This design comes from an exercise in tuning for small area, a short achievable clock period and few clock cycles on the open sky130 flow, not from production work. The RTL was checked by simulation tests, not by an equivalence proof against the original design. Power is estimated from default activity; no workload was simulated.

[flow/config.mk]
export PLATFORM = sky130hd
export DESIGN_NAME = top_top_module
export DESIGN_NICKNAME = top_top_module
export VERILOG_FILES = /design/flow/design.v
export SDC_FILE = /design/flow/constraint.sdc
export NUM_CORES = 4
export LEC_CHECK = 0
export CAP_MARGIN = 20
export CORE_MARGIN = 2
export CORE_UTILIZATION = 40
export SLEW_MARGIN = 20
[flow/constraint.sdc]
create_clock -name core_clock -period 15.0 [get_ports {clk}]
set_input_delay 3.0000 -clock core_clock [delete_from_list [all_inputs] [get_ports {clk}]]
set_output_delay 3.0000 -clock core_clock [all_outputs]
set_load 0.01 [all_outputs]
[flow/design.v]
module mont_mul (
    input  logic        clk,
    input  logic [12:0] X,
    input  logic [12:0] Y,
    input  logic        sub,
    input  logic [12:0] B,
    output logic [12:0] res
);
  localparam logic [14:0] Q = 15'd7681;
  logic [13:0] a_c, a_r;
  logic [12:0] b_r;
  logic [26:0] p_r;
  assign a_c = sub ? ({1'b0, X} + 14'd7681 - {1'b0, Y}) : ({1'b0, X} + {1'b0, Y});
  always_ff @(posedge clk) begin
    a_r <= a_c;
    b_r <= B;
    p_r <= a_r * b_r;
  end
  logic [13:0] h;
  logic [12:0] l, n;
  logic [4:0]  s4;
  logic [14:0] t, t1, t2;
  assign h  = p_r[26:13];
  assign l  = p_r[12:0];
  assign s4 = {1'b0, l[12:9]} + {1'b0, l[3:0]};
  assign n  = {s4[3:0], l[8:0]};
  assign t  = {1'b0, h} + Q - {2'b0, n} + {6'b0, n[12:4]} + {14'b0, s4[4]};
  assign t1 = t - Q;
  assign t2 = t - 15'd15362;
  assign res = !t2[14] ? t2[12:0] : (!t1[14] ? t1[12:0] : t[12:0]);
endmodule
module top_top_module #(parameter W = 32, radix = 16, NUM_stages = $clog2(radix) - 1)
(
    input  logic clk,
    input  logic rst,
    input  logic start,
    input  logic [W-1:0] incoming_data,
    input  logic [NUM_stages:0] write_en_array,
    input  logic [(NUM_stages+1)*W-1:0] write_data_array,
    input  logic [(NUM_stages+1)*$clog2(radix/2)-1:0] write_addr_array,
    output logic [W-1:0] final_result,
    output logic done,
    output logic valid,
    output logic [NUM_stages:0] full_ram
);
  localparam logic [12:0] KCONST = 13'd4470;    
  logic [12:0] tw0 [0:7];
  logic [12:0] tw1 [0:3];
  logic [12:0] tw2 [0:1];
  logic [12:0] tw3;
  logic [7:0]  wf0;
  logic [3:0]  wf1;
  logic [1:0]  wf2;
  logic        wf3;
  logic [7:0]  dec0;
  logic [3:0]  dec1;
  logic [1:0]  dec2;
  always_comb begin
    for (int i = 0; i < 8; i++) dec0[i] = write_en_array[0] && write_addr_array[2:0] == i;
    for (int i = 0; i < 4; i++) dec1[i] = write_en_array[1] && write_addr_array[4:3] == i;
    for (int i = 0; i < 2; i++) dec2[i] = write_en_array[2] && write_addr_array[6] == i;
  end
  always_ff @(posedge clk) begin
    for (int i = 0; i < 8; i++) if (dec0[i]) tw0[i] <= write_data_array[12:0];
    for (int i = 0; i < 4; i++) if (dec1[i]) tw1[i] <= write_data_array[44:32];
    for (int i = 0; i < 2; i++) if (dec2[i]) tw2[i] <= write_data_array[76:64];
    if (write_en_array[3]) tw3 <= write_data_array[108:96];
  end
  always_ff @(posedge clk) begin
    if (rst) begin
      wf0 <= '0; wf1 <= '0; wf2 <= '0; wf3 <= 1'b0;
      full_ram <= '0;
    end else begin
      wf0 <= wf0 | dec0;
      wf1 <= wf1 | dec1;
      wf2 <= wf2 | dec2;
      wf3 <= wf3 | write_en_array[3];
      full_ram <= {wf3 | write_en_array[3], &(wf2 | dec2), &(wf1 | dec1), &(wf0 | dec0)};
    end
  end
  logic [5:0] cnt;
  always_ff @(posedge clk) begin
    if (rst) cnt <= '0;
    else if (start && cnt != 6'd40) cnt <= cnt + 6'd1;
  end
  always_ff @(posedge clk) begin
    if (rst) begin
      valid <= 1'b0;
      done  <= 1'b0;
    end else begin
      valid <= cnt >= 6'd19 && cnt <= 6'd34;
      done  <= cnt >= 6'd35;
    end
  end
  function automatic logic [12:0] addq(input logic [12:0] a, input logic [12:0] b);
    logic [13:0] s, s2;
    s  = {1'b0, a} + {1'b0, b};
    s2 = s - 14'd7681;
    addq = s2[13] ? s[12:0] : s2[12:0];
  endfunction
  function automatic logic [12:0] subq(input logic [12:0] a, input logic [12:0] b);
    logic [13:0] d;
    d = {1'b0, a} - {1'b0, b};
    subq = d[13] ? (d[12:0] + 13'd7681) : d[12:0];
  endfunction
  logic [12:0] xr;              
  logic [12:0] dl [0:7];        
  always_ff @(posedge clk) begin
    xr <= incoming_data[12:0];
    dl[0] <= xr;
    for (int k = 1; k < 8; k++) dl[k] <= dl[k-1];
  end
  logic        xin_en;
  logic [12:0] xin;
  logic [3:0]  nidx;
  assign xin_en = cnt >= 6'd1 && cnt <= 6'd16;
  assign xin    = xin_en ? xr : 13'd0;
  assign nidx   = 4'(cnt - 6'd1);
  logic [12:0] eo0, eo1;
  logic [12:0] uv0, uv1;
  logic [12:0] ep [0:3];
  logic first2, first4;
  assign first2 = cnt <= 6'd2;
  assign first4 = cnt <= 6'd4;
  always_ff @(posedge clk) begin
    eo0 <= addq(first2 ? 13'd0 : eo1, xin);
    eo1 <= eo0;
    uv0 <= nidx[1] ? subq(first2 ? 13'd0 : uv1, xin) : addq(first2 ? 13'd0 : uv1, xin);
    uv1 <= uv0;
    ep[0] <= nidx[2] ? subq(first4 ? 13'd0 : ep[3], xin) : addq(first4 ? 13'd0 : ep[3], xin);
    for (int k = 1; k < 4; k++) ep[k] <= ep[k-1];
  end
  logic [12:0] x1, y1, b1, x2, y2, b2;
  logic        s1, s2;
  logic [12:0] m1, m2;          
  logic [12:0] r1, r2;          
  mont_mul mm1 (.clk(clk), .X(x1), .Y(y1), .sub(s1), .B(b1), .res(m1));
  mont_mul mm2 (.clk(clk), .X(x2), .Y(y2), .sub(s2), .B(b2), .res(m2));
  logic [12:0] dd [0:6];        
  logic [12:0] ee [0:5];        
  logic [12:0] g0, g1, g2, g3;  
  logic [12:0] p0, p1, p2, p3, p4, p5, p6, p7;  
  logic [12:0] fe0, fe1, fu0, fu1;              
  always_ff @(posedge clk) begin
    r1 <= m1;
    r2 <= m2;
    dd[0] <= r1;
    for (int k = 1; k < 7; k++) dd[k] <= dd[k-1];
    ee[0] <= r2;
    for (int k = 1; k < 6; k++) ee[k] <= ee[k-1];
  end
  logic        din_en;
  logic [12:0] din;
  logic [2:0]  jidx;
  logic        firstd;
  assign din_en = cnt >= 6'd12 && cnt <= 6'd19;
  assign din    = din_en ? r1 : 13'd0;
  assign jidx   = 3'(cnt - 6'd12);
  assign firstd = cnt <= 6'd13;
  always_ff @(posedge clk) begin
    fe0 <= addq(firstd ? 13'd0 : fe1, din);
    fe1 <= fe0;
    fu0 <= jidx[1] ? subq(firstd ? 13'd0 : fu1, din) : addq(firstd ? 13'd0 : fu1, din);
    fu1 <= fu0;
  end
  always_ff @(posedge clk) begin
    case (cnt)
      6'd3:  g0 <= m1;           
      6'd6:  g2 <= m1;           
      6'd9:  g0 <= m1;           
      6'd21: g0 <= m1;           
      6'd23: g2 <= m1;           
      default: ;
    endcase
    case (cnt)
      6'd6:  g1 <= m2;           
      6'd21: g1 <= m2;           
      6'd23: g3 <= m2;           
      default: ;
    endcase
    if (cnt == 6'd7)  p6 <= m1;   
    if (cnt == 6'd10) p2 <= m1;   
    if (cnt == 6'd7)  p7 <= m2;   
    if (cnt == 6'd9)  p3 <= m2;   
    if (cnt == 6'd10) p4 <= m2;   
    if (cnt == 6'd11) p5 <= m2;   
    if (cnt == 6'd12) p0 <= m2;   
    if (cnt == 6'd13) p1 <= m2;   
  end
  always_comb begin
    x1 = '0; y1 = '0; s1 = 1'b0; b1 = '0;
    x2 = '0; y2 = '0; s2 = 1'b0; b2 = '0;
    case (cnt)
      6'd1:  begin x1 = KCONST; b1 = tw3; end
      6'd4:  begin x1 = g0; b1 = tw0[0]; end
      6'd5:  begin x1 = g0; b1 = tw2[0]; end
      6'd7:  begin x1 = g2; b1 = tw1[0]; end
      6'd8:  begin x1 = g2; b1 = tw2[0]; end
      6'd9, 6'd10, 6'd11, 6'd12, 6'd13, 6'd14, 6'd15, 6'd16:
             begin x1 = dl[7]; y1 = xr; s1 = 1'b1; b1 = tw0[3'(cnt - 6'd9)]; end
      6'd17: begin x1 = eo1; y1 = eo0; b1 = p0; end
      6'd18: begin x1 = uv0; b1 = p0; end
      6'd19: begin x1 = dd[6]; y1 = dd[2]; s1 = 1'b1; b1 = tw1[0]; end
      6'd20: begin x1 = ee[3]; y1 = ee[1]; b1 = p2; end
      6'd21: begin x1 = dd[6]; y1 = dd[2]; s1 = 1'b1; b1 = tw1[2]; end
      6'd22: begin x1 = ee[5]; y1 = ee[3]; s1 = 1'b1; b1 = p2; end
      6'd24: begin x1 = fe1; b1 = p4; end
      6'd26: begin x1 = fu1; b1 = p4; end
      6'd28: begin x1 = g0; y1 = g2; b1 = p6; end
      6'd30: begin x1 = g0; y1 = g2; s1 = 1'b1; b1 = p6; end
      default: ;
    endcase
    case (cnt)
      6'd4:  begin x2 = g0; b2 = tw1[0]; end
      6'd5:  begin x2 = g0; b2 = tw2[1]; end
      6'd7:  begin x2 = g2; b2 = tw2[1]; end
      6'd8:  begin x2 = g1; b2 = tw2[0]; end
      6'd9:  begin x2 = g1; b2 = tw2[1]; end
      6'd10: begin x2 = g0; b2 = tw2[0]; end
      6'd11: begin x2 = g0; b2 = tw2[1]; end
      6'd13, 6'd14, 6'd15, 6'd16:
             begin x2 = ep[3]; y2 = xr; s2 = 1'b1; b2 = tw1[2'(cnt - 6'd13)]; end
      6'd17: begin x2 = eo1; y2 = eo0; s2 = 1'b1; b2 = p0; end
      6'd18: begin x2 = uv1; b2 = p1; end
      6'd19: begin x2 = dd[5]; y2 = dd[1]; s2 = 1'b1; b2 = tw1[1]; end
      6'd20: begin x2 = ee[2]; y2 = ee[0]; b2 = p2; end
      6'd21: begin x2 = dd[5]; y2 = dd[1]; s2 = 1'b1; b2 = tw1[3]; end
      6'd22: begin x2 = ee[4]; y2 = ee[2]; s2 = 1'b1; b2 = p3; end
      6'd24: begin x2 = fe0; b2 = p4; end
      6'd26: begin x2 = fu0; b2 = p5; end
      6'd28: begin x2 = g1; y2 = g3; b2 = p6; end
      6'd30: begin x2 = g1; y2 = g3; s2 = 1'b1; b2 = p7; end
      default: ;
    endcase
  end
  logic [12:0] yout, hold;
  always_ff @(posedge clk) begin
    if (cnt == 6'd19)      yout <= m1;                 
    else if (cnt == 6'd20) yout <= r2;                 
    else if (cnt[0])       yout <= addq(r1, r2);       
    else                   yout <= hold;               
    hold <= subq(r1, r2);
  end
  assign final_result = {19'd0, yout};
endmodule
[flow/run.sh]
#!/bin/bash
# synth_recipe.tcl (not shown) runs the flow's synth.tcl, then flattens the netlist and writes it again
# the make line also repeats each setting of config.mk as NAME=value (left out here)
make -C /OpenROAD-flow-scripts/flow DESIGN_CONFIG=/design/flow/config.mk WORK_HOME=/design/flow/orfs CLKGATE_MAP_FILE= SYNTH_SCRIPT=/design/flow/synth_recipe.tcl finish
==> results of run 1 <==
[logic make-up (layout without fill, tap and decap cells)]
family	Yosys count	in the layout
other	1	26
buffers and inverters	868	962
XOR/XNOR	300	300
adder cells (fa/ha/maj)	747	747
AND/OR/NAND/NOR	1609	1609
flip-flops	979	979
multiplexers	34	34
AO/OA/AOI/OAI	1160	1160
[stage by stage]
stage	util	worst slack (ps)
after floorplan	-	9209
after global placement	0.4222	8148
after detailed placement	0.4223	8026
after global routing	0.4472	7533
after CTS	0.4472	7994
final	0.4473	7835
[sequential cells by signal, summed over array words and instances, names as in the netlist, 14 cells and up]
| signal | flops |
|---|---|
| dd | 91 |
| tw2 | 26 |
| ee | 78 |
| tw0 | 104 |
| mm1.a_r | 14 |
| tw1 | 52 |
| ep | 52 |
| dl | 104 |
| mm1.p_r | 27 |
| mm2.p_r | 27 |
| mm2.a_r | 14 |
[placed cells by master, fill, tap and decap left out, types with 45 or more instances in the layout]
master	synthesis	routed
a22oi_1	159	159
nor2b_1	60	60
nor3_1	107	101
and3_1	56	55
o21ai_0	165	164
nor2_1	244	239
a21oi_1	227	224
edfxtp_1	351	351
nand2_1	547	546
a221oi_1	45	45
fa_1	300	300
clkbuf_16	0	103
a21o_1	61	61
inv_1	612	612
buf_4	21	63
nand4_1	47	47
ha_1	447	446
xor2_1	92	90
clkdlybuf4s50_1	0	96
nand3_1	107	107
and2_1	220	217
xnor2_1	206	200
a222oi_1	90	90
dfxtp_1	628	628
nand2b_1	47	47
[path summary, 6_finish.rpt]
kind	startpoint	end	depth (start not counted)
worst max-delay path	cnt[0]$_SDFFE_PP0P_	mm1.a_r[13]$_DFF_P_	22
worst min-delay path	dd[4][8]$_DFF_P_	dd[5][8]$_DFF_P_	0
worst max register to register	cnt[0]$_SDFFE_PP0P_	mm1.a_r[13]$_DFF_P_	22
worst min register to register	dd[4][8]$_DFF_P_	dd[5][8]$_DFF_P_	0
[area by class of cell]
class                      count  area [um^2]
multi-input combinational   3869        31220
timing repair buffer         159         1434
inverter                     615         2308
tap                         1903         2381
fill                       13418        79110
sequential                   979        23110
clock inverter                50        623.1
antenna                        7        17.52
clock buffer                 138         2930
[power by group]
part,internal [uW],total [uW],switching [uW]
combinational,873,2890,2010
clock,1540,2660,1120
sequential,3310,3610,300
[Yosys cell counts (all sizes together), types with 38 or more instances]
cell,count
nor3,108
a221oi,45
nand2b,47
nand2,547
nand3,107
a222oi,90
fa,300
o21ai,170
or3,44
ha,447
clkbuf,205
buf,48
xnor2,206
nor2b,61
nand4,47
a22oi,159
edfxtp,351
and3,56
xor2,93
a21o,62
nor4,38
and2,222
a21oi,229
a211oi,39
nor2,244
dfxtp,628
inv,612
[routing by layer]
layer / GRT usage / part of all wire
met3: 0.03942 / 0.084
met1: 0.3308 / 0.44
met4: 0.09004 / 0.038
met2: 0.3591 / 0.44
met5: 0 / 0.00033
==> summary.txt, run 1 <==
Run status
  • Outcome: no timing/DRC/antenna violations

STA
  • Slew Viols, Final: 0
  • Worst-margin pin slew: 1252 ps
  • Clock skew: 51.04 ps
  • Final Hold Slack: 314.8 ps
  • Final cycle utilization of the critical path: 0.4777
  • Fin crit period: 7165 ps
  • Fmax: 0.1396 GHz
  • Final total negative setup slack: 0 ps
  • Slew headroom: 0.1615
  • # setup viols final: 0
  • Hold Vio Cnt, Final: 0
  • Unrepaired setup endpoints after global routing: no

Logic synthesis
  • Commonest register cell after synthesis: dfxtp_1
  • Xor/xnor share of the synthesized area: 0.04613
  • Post-Synthesis Cells: 5,698
  • Mapped Avg Cell Area: 10.08 um^2
  • Post-synthesis simple-gate area fraction: 0.1392
  • Post-synthesis mux area share: 0.006406
  • Synth Area in Adders: 0.2020
  • Post-Syn Area: 57,420 um^2
  • Synth top area share: 0.2189
  • Synth area leaders: dfxtp_1, edfxtp_1, fa_1
  • Sequential share of the synthesized area: 0.4025
  • YS warnings: 9
  • Yosys cell types: 104
  • Largest family of logic cells by synthesized area: adder cells
  • Post-synth top area cell: dfxtp_1
  • Seq cells post-synth: 979
  • Synth Area in Compound Gates: 0.1451
  • Async S/R FF share, synth: 0
  • Post-synth EDFFs: 351

Clock network
  • Root Buffer: clkbuf_16
  • TritonCTS buffer count: 99
  • Clock sinks: 979
  • Clock Latency Late Sink: 740 ps
  • Post-CTS setup buffers: 0
  • CTS tree: yes
  • CTS H-Tree Depth: 3
  • Clock transition at the registers of the reported paths: 60 ps
  • Cts hold-fix bufs: 0
  • PostCTS Resize Cnt: 0
  • Bufs on Longest Clock Path: 3

Worst setup path
  • CP delay by family, top: compound AO/OA/AOI/OAI gates
  • Slowest cell on the critical path: a211oi_1
  • Crit start category: flip-flop
  • Buffers & Inverters on Critical Path: 4
  • Worst Path Required: 15,600 ps
  • Worst Setup Path Type: reg -> reg
  • Arrival @ worst endpoint: 7770 ps
  • Worst-path cell chain: inv_1 > ha_1 > buf_4 > and3_1 > a21oi_1 > nand3_1 > buf_4 > a211oi_1 > ha_1 > ha_1 > inv_1 > fa_1 > nor2b_1 > o21ai_0 > a21boi_0 > o21ai_0 > a21boi_0 > o21ai_0 > a21oi_1 > o211ai_1 > and4b_1 > nor3_1
  • CP endpoint kind: flip-flop
  • Max FO, Critical Path: 26
  • Reg2reg setup slack: 7830 ps
  • Slowest stage delay, CP: 770 ps

Floorplan
  • # IOs: 217
  • Chip Width: 382.9 um
  • Starting Density: 0.4012
  • Placeable Area: 143,100 um^2
  • Die Ht: 382.9 um
  • Rows: 139
  • Die area: 146,600 um^2

Drt
  • Vias post-DR: 43,158
  • Antenna-violating nets left: 0
  • WL final: 173.7 mm
  • Iter 0 DRT Violations: 4,625
  • Wire length per cell: 22.50 um
  • Via density: 5.590
  • DRC: 0
  • DRT Pass-1 Iters: 11

Power
  • Peak VDD IR: 0.4205 mV
  • Tot Pwr: 9152 uW
  • Leakage: 0.02708 uW
  • PwrDens: 142.9 nW/um^2

Global routing
  • Gr ovfl total: 0
  • Pin count of the biggest net entering global routing: 67
  • Total Routing Usage GR: 0.2346
  • Number of global-route vias before repair: 42,399
  • Initial antenna violation count: 13
  • First-pass GRT wire length: 261.8 mm

Final layout
  • Design area: 64,030 um^2
  • Total Nets Final: 6,649
  • Non-Filler Instances: 7,720
  • Layout overhead on the synthesized area: 11.50%
  • Share of layout cells above drive strength 1: 0.06162

Place
  • DP Area: 60,450 um^2
  • Port Buf Inserts: 96
  • Placed Instances: 7,525
  • GPL Wtd Cong: 0.9306
  • Post-DP HPWL: 129.6 mm

Hold path
  • Hold WC Path Type: reg -> reg

Run
  • MaxCap Viol Count: 0
Testbench counts, summed over its fixed seeds: cycles 6,912.
==> run 2, diff against run 1 <==
--- a/flow/config.mk
+++ b/flow/config.mk
@@ -5,6 +5,7 @@
 export SDC_FILE = /design/flow/constraint.sdc
 export NUM_CORES = 4
 export LEC_CHECK = 0
+export ABC_CLOCK_PERIOD_IN_PS = 4000
 export CAP_MARGIN = 20
 export CORE_MARGIN = 2
 export CORE_UTILIZATION = 40
==> summary.txt, run 2 <==
Final layout
  • Total Nets Final: 6,649
  • Layout overhead on the synthesized area: 11.50%
  • Most frequent cells in the layout: dfxtp_1, inv_1, nand2_1, ha_1, edfxtp_1
  • Share of layout cells above drive strength 1: 0.06162
  • Commonest non-fill, non-tap cell in the layout: dfxtp_1
  • Top Registers: dl (104), tw0 (104), dd (91)

Clock network
  • PostCTS Resize Cnt: 0
  • Clock sinks: 979
  • CTS tree: yes
  • Root Buffer: clkbuf_16
  • Cts hold-fix bufs: 0
  • Clock Latency Late Sink: 740 ps
  • Bufs on Longest Clock Path: 3
  • Clock transition at the registers of the reported paths: 60 ps
  • Post-CTS setup buffers: 0
  • CTS H-Tree Depth: 3
  • TritonCTS buffer count: 99

Logic synthesis
  • Synth top area share: 0.2189
  • Mapped Avg Cell Area: 10.08 um^2
  • Async S/R FF share, synth: 0
  • Post-synth EDFFs: 351
  • Post-Syn Area: 57,420 um^2
  • Sequential share of the synthesized area: 0.4025
  • YS warnings: 9
  • Post-synth top area cell: dfxtp_1
  • Synth top cells by count: dfxtp_1, inv_1, nand2_1
  • Seq cells post-synth: 979
  • Commonest register cell after synthesis: dfxtp_1
  • Synth area leaders: dfxtp_1, edfxtp_1, fa_1
  • Post-Synthesis Cells: 5,698
  • Yosys cell types: 104
  • Cell with the most instances after synthesis: dfxtp_1

STA
  • Clock skew: 51.04 ps
  • # setup viols final: 0
  • Final cycle utilization of the critical path: 0.4777
  • Worst-margin pin slew: 1252 ps
  • Final Hold Slack: 314.8 ps
  • Final total negative setup slack: 0 ps
  • Slew headroom: 0.1615
  • Fin crit period: 7165 ps
  • Fmax: 0.1396 GHz
  • Slew Viols, Final: 0
  • Hold Vio Cnt, Final: 0
  • Unrepaired setup endpoints after global routing: no

Place
  • Port Buf Inserts: 96
  • GPL Wtd Cong: 0.9306
  • Post-DP HPWL: 129.6 mm

Floorplan
  • # IOs: 217
  • Die area: 146,600 um^2
  • Placeable Area: 143,100 um^2
  • Starting Density: 0.4012
  • Rows: 139
  • Die Ht: 382.9 um
  • Chip Width: 382.9 um

Worst setup path
  • Reg2reg path depth: 22
  • Crit path launch: cnt[0]$_SDFFE_PP0P_
  • Max FO, Critical Path: 26
  • Arrival @ worst endpoint: 7770 ps
  • CP Capture Point: mm1.a_r[13]$_DFF_P_
  • Crit start category: flip-flop
  • Reg2reg setup slack: 7830 ps
  • Reg-to-Reg End: mm1.a_r[13]$_DFF_P_
  • CP endpoint kind: flip-flop
  • Crit Reg-Reg Startpoint: cnt[0]$_SDFFE_PP0P_
  • Worst Setup Path Type: reg -> reg
  • Worst Path Required: 15,600 ps

Global routing
  • Initial antenna violation count: 13
  • Pin count of the biggest net entering global routing: 67
  • Gr ovfl total: 0
  • Number of global-route vias before repair: 42,399
  • First-pass GRT wire length: 261.8 mm
  • Total Routing Usage GR: 0.2346

Drt
  • DRT Pass-1 Iters: 11
  • Antenna-violating nets left: 0
  • DRC: 0
  • Iter 0 DRT Violations: 4,625
  • WL final: 173.7 mm
  • Vias post-DR: 43,158
  • Wire length per cell: 22.50 um
  • Via density: 5.590

Run
  • MaxCap Viol Count: 0

Power
  • Peak VDD IR: 0.4205 mV
  • Leakage: 0.02708 uW
  • PwrDens: 142.9 nW/um^2

Run status
  • Outcome: no timing/DRC/antenna violations

Hold path
  • Hold WC Path Type: reg -> reg
## run 2: worst max-delay path: stages, from the launching register on
cell and delay (ps):
dfxtp_1 640, inv_1 470, ha_1 350, buf_4 240, and3_1 560, a21oi_1 420
nand3_1 370, buf_4 410, a211oi_1 770, ha_1 300, ha_1 170, inv_1 60
fa_1 450, nor2b_1 110, o21ai_0 100, a21boi_0 240, o21ai_0 140, a21boi_0 250
o21ai_0 160, a21oi_1 240, o211ai_1 150, and4b_1 210, nor3_1 200
## run 2: per-stage QoR
stage	util	worst slack (ps)	instance area, um^2	instances	power, uW
global route	0.4472	7533	64010	7714	9445
finish	0.4473	7835	64030	7720	9152
CTS	0.4472	7994	64000	7713	9084
global placement	0.4222	8148	60430	7525	6376
detailed placement	0.4223	8026	60450	7525	6412
floorplan	-	9209	57490	5716	5033
## run 2: worst min path at each step
stage	from	end	cells past startpoint
after floorplan	dd[0][0]$_DFF_P_	dd[1][0]$_DFF_P_	0
after global placement	dl[2][3]$_DFF_P_	dl[3][3]$_DFF_P_	0
after detailed placement	ep[2][8]$_DFF_P_	ep[3][8]$_DFF_P_	0
after CTS	dd[4][8]$_DFF_P_	dd[5][8]$_DFF_P_	0
after global routing	dd[4][8]$_DFF_P_	dd[5][8]$_DFF_P_	0
final	dd[4][8]$_DFF_P_	dd[5][8]$_DFF_P_	0
## run 2: cells by family (layout without fill, tap and decap cells)
family	after synthesis	count (layout)	synth area share
other cells	1	26	0.00006531
compound gates	1160	1160	0.1451
flops	979	979	0.4025
simple gates	1609	1609	0.1392
mux	34	34	0.006406
fa+ha+maj	747	747	0.2020
buf+inv	868	962	0.05859
xor+xnor	300	300	0.04613
## run 2: routing by layer
metal  up-vias  GRT usage  wire length, um
li1      19972          -                -
met5         -          0               57
met2      1781     0.3591            75940
met1     21060     0.3308            76520
met3       337    0.03942            14570
met4         8    0.09004             6583
## run 2: layout make-up
cell class / count / area [um^2]
Antenna cell: 7 / 17.52
Tap cell: 1903 / 2381
Multi-Input combinational cell: 3869 / 31220
Fill cell: 13418 / 79110
Clock buffer: 138 / 2930
Inverter: 615 / 2308
Clock inverter: 50 / 623.1
Timing Repair Buffer: 159 / 1434
Sequential cell: 979 / 23110
## run 2: report_power, final
part	switching, uW	internal, uW
combinational	2010	873
sequential	300	3310
clock	1120	1540

[port drivers added, routing unchanged]
No port has a modelled driver above. Below, the same layouts with a new extraction and two added sets of constraints. Step 1: set_driving_cell puts a clkbuf_16 on clk and a buf_2 on each other input, an assumption about the parent block. Step 2 moves the port delays by t, midway between the first and last clock arrival at a register: inputs arrive t later, outputs are due t later. That takes back most of the time a late clock gives input paths. Three values: ideal ports, drivers, drivers and shift; two values: the first two.
| run | t (ns) | slack for setup (ns) | hold WS [ns] | clock arrival spread, ns | pins driven straight from the clock port |
|---|---|---|---|---|---|
| run 1 | 0.780 | 7.835 / 7.835 / 7.835 | 0.315 / 0.315 / 0.315 | 0.052 / 0.052 | 1 |
| run 2 | 0.780 | 7.835 / 7.835 / 7.835 | 0.315 / 0.315 / 0.315 | 0.052 / 0.052 | 1 |
After both steps every run listed still meets setup and hold.
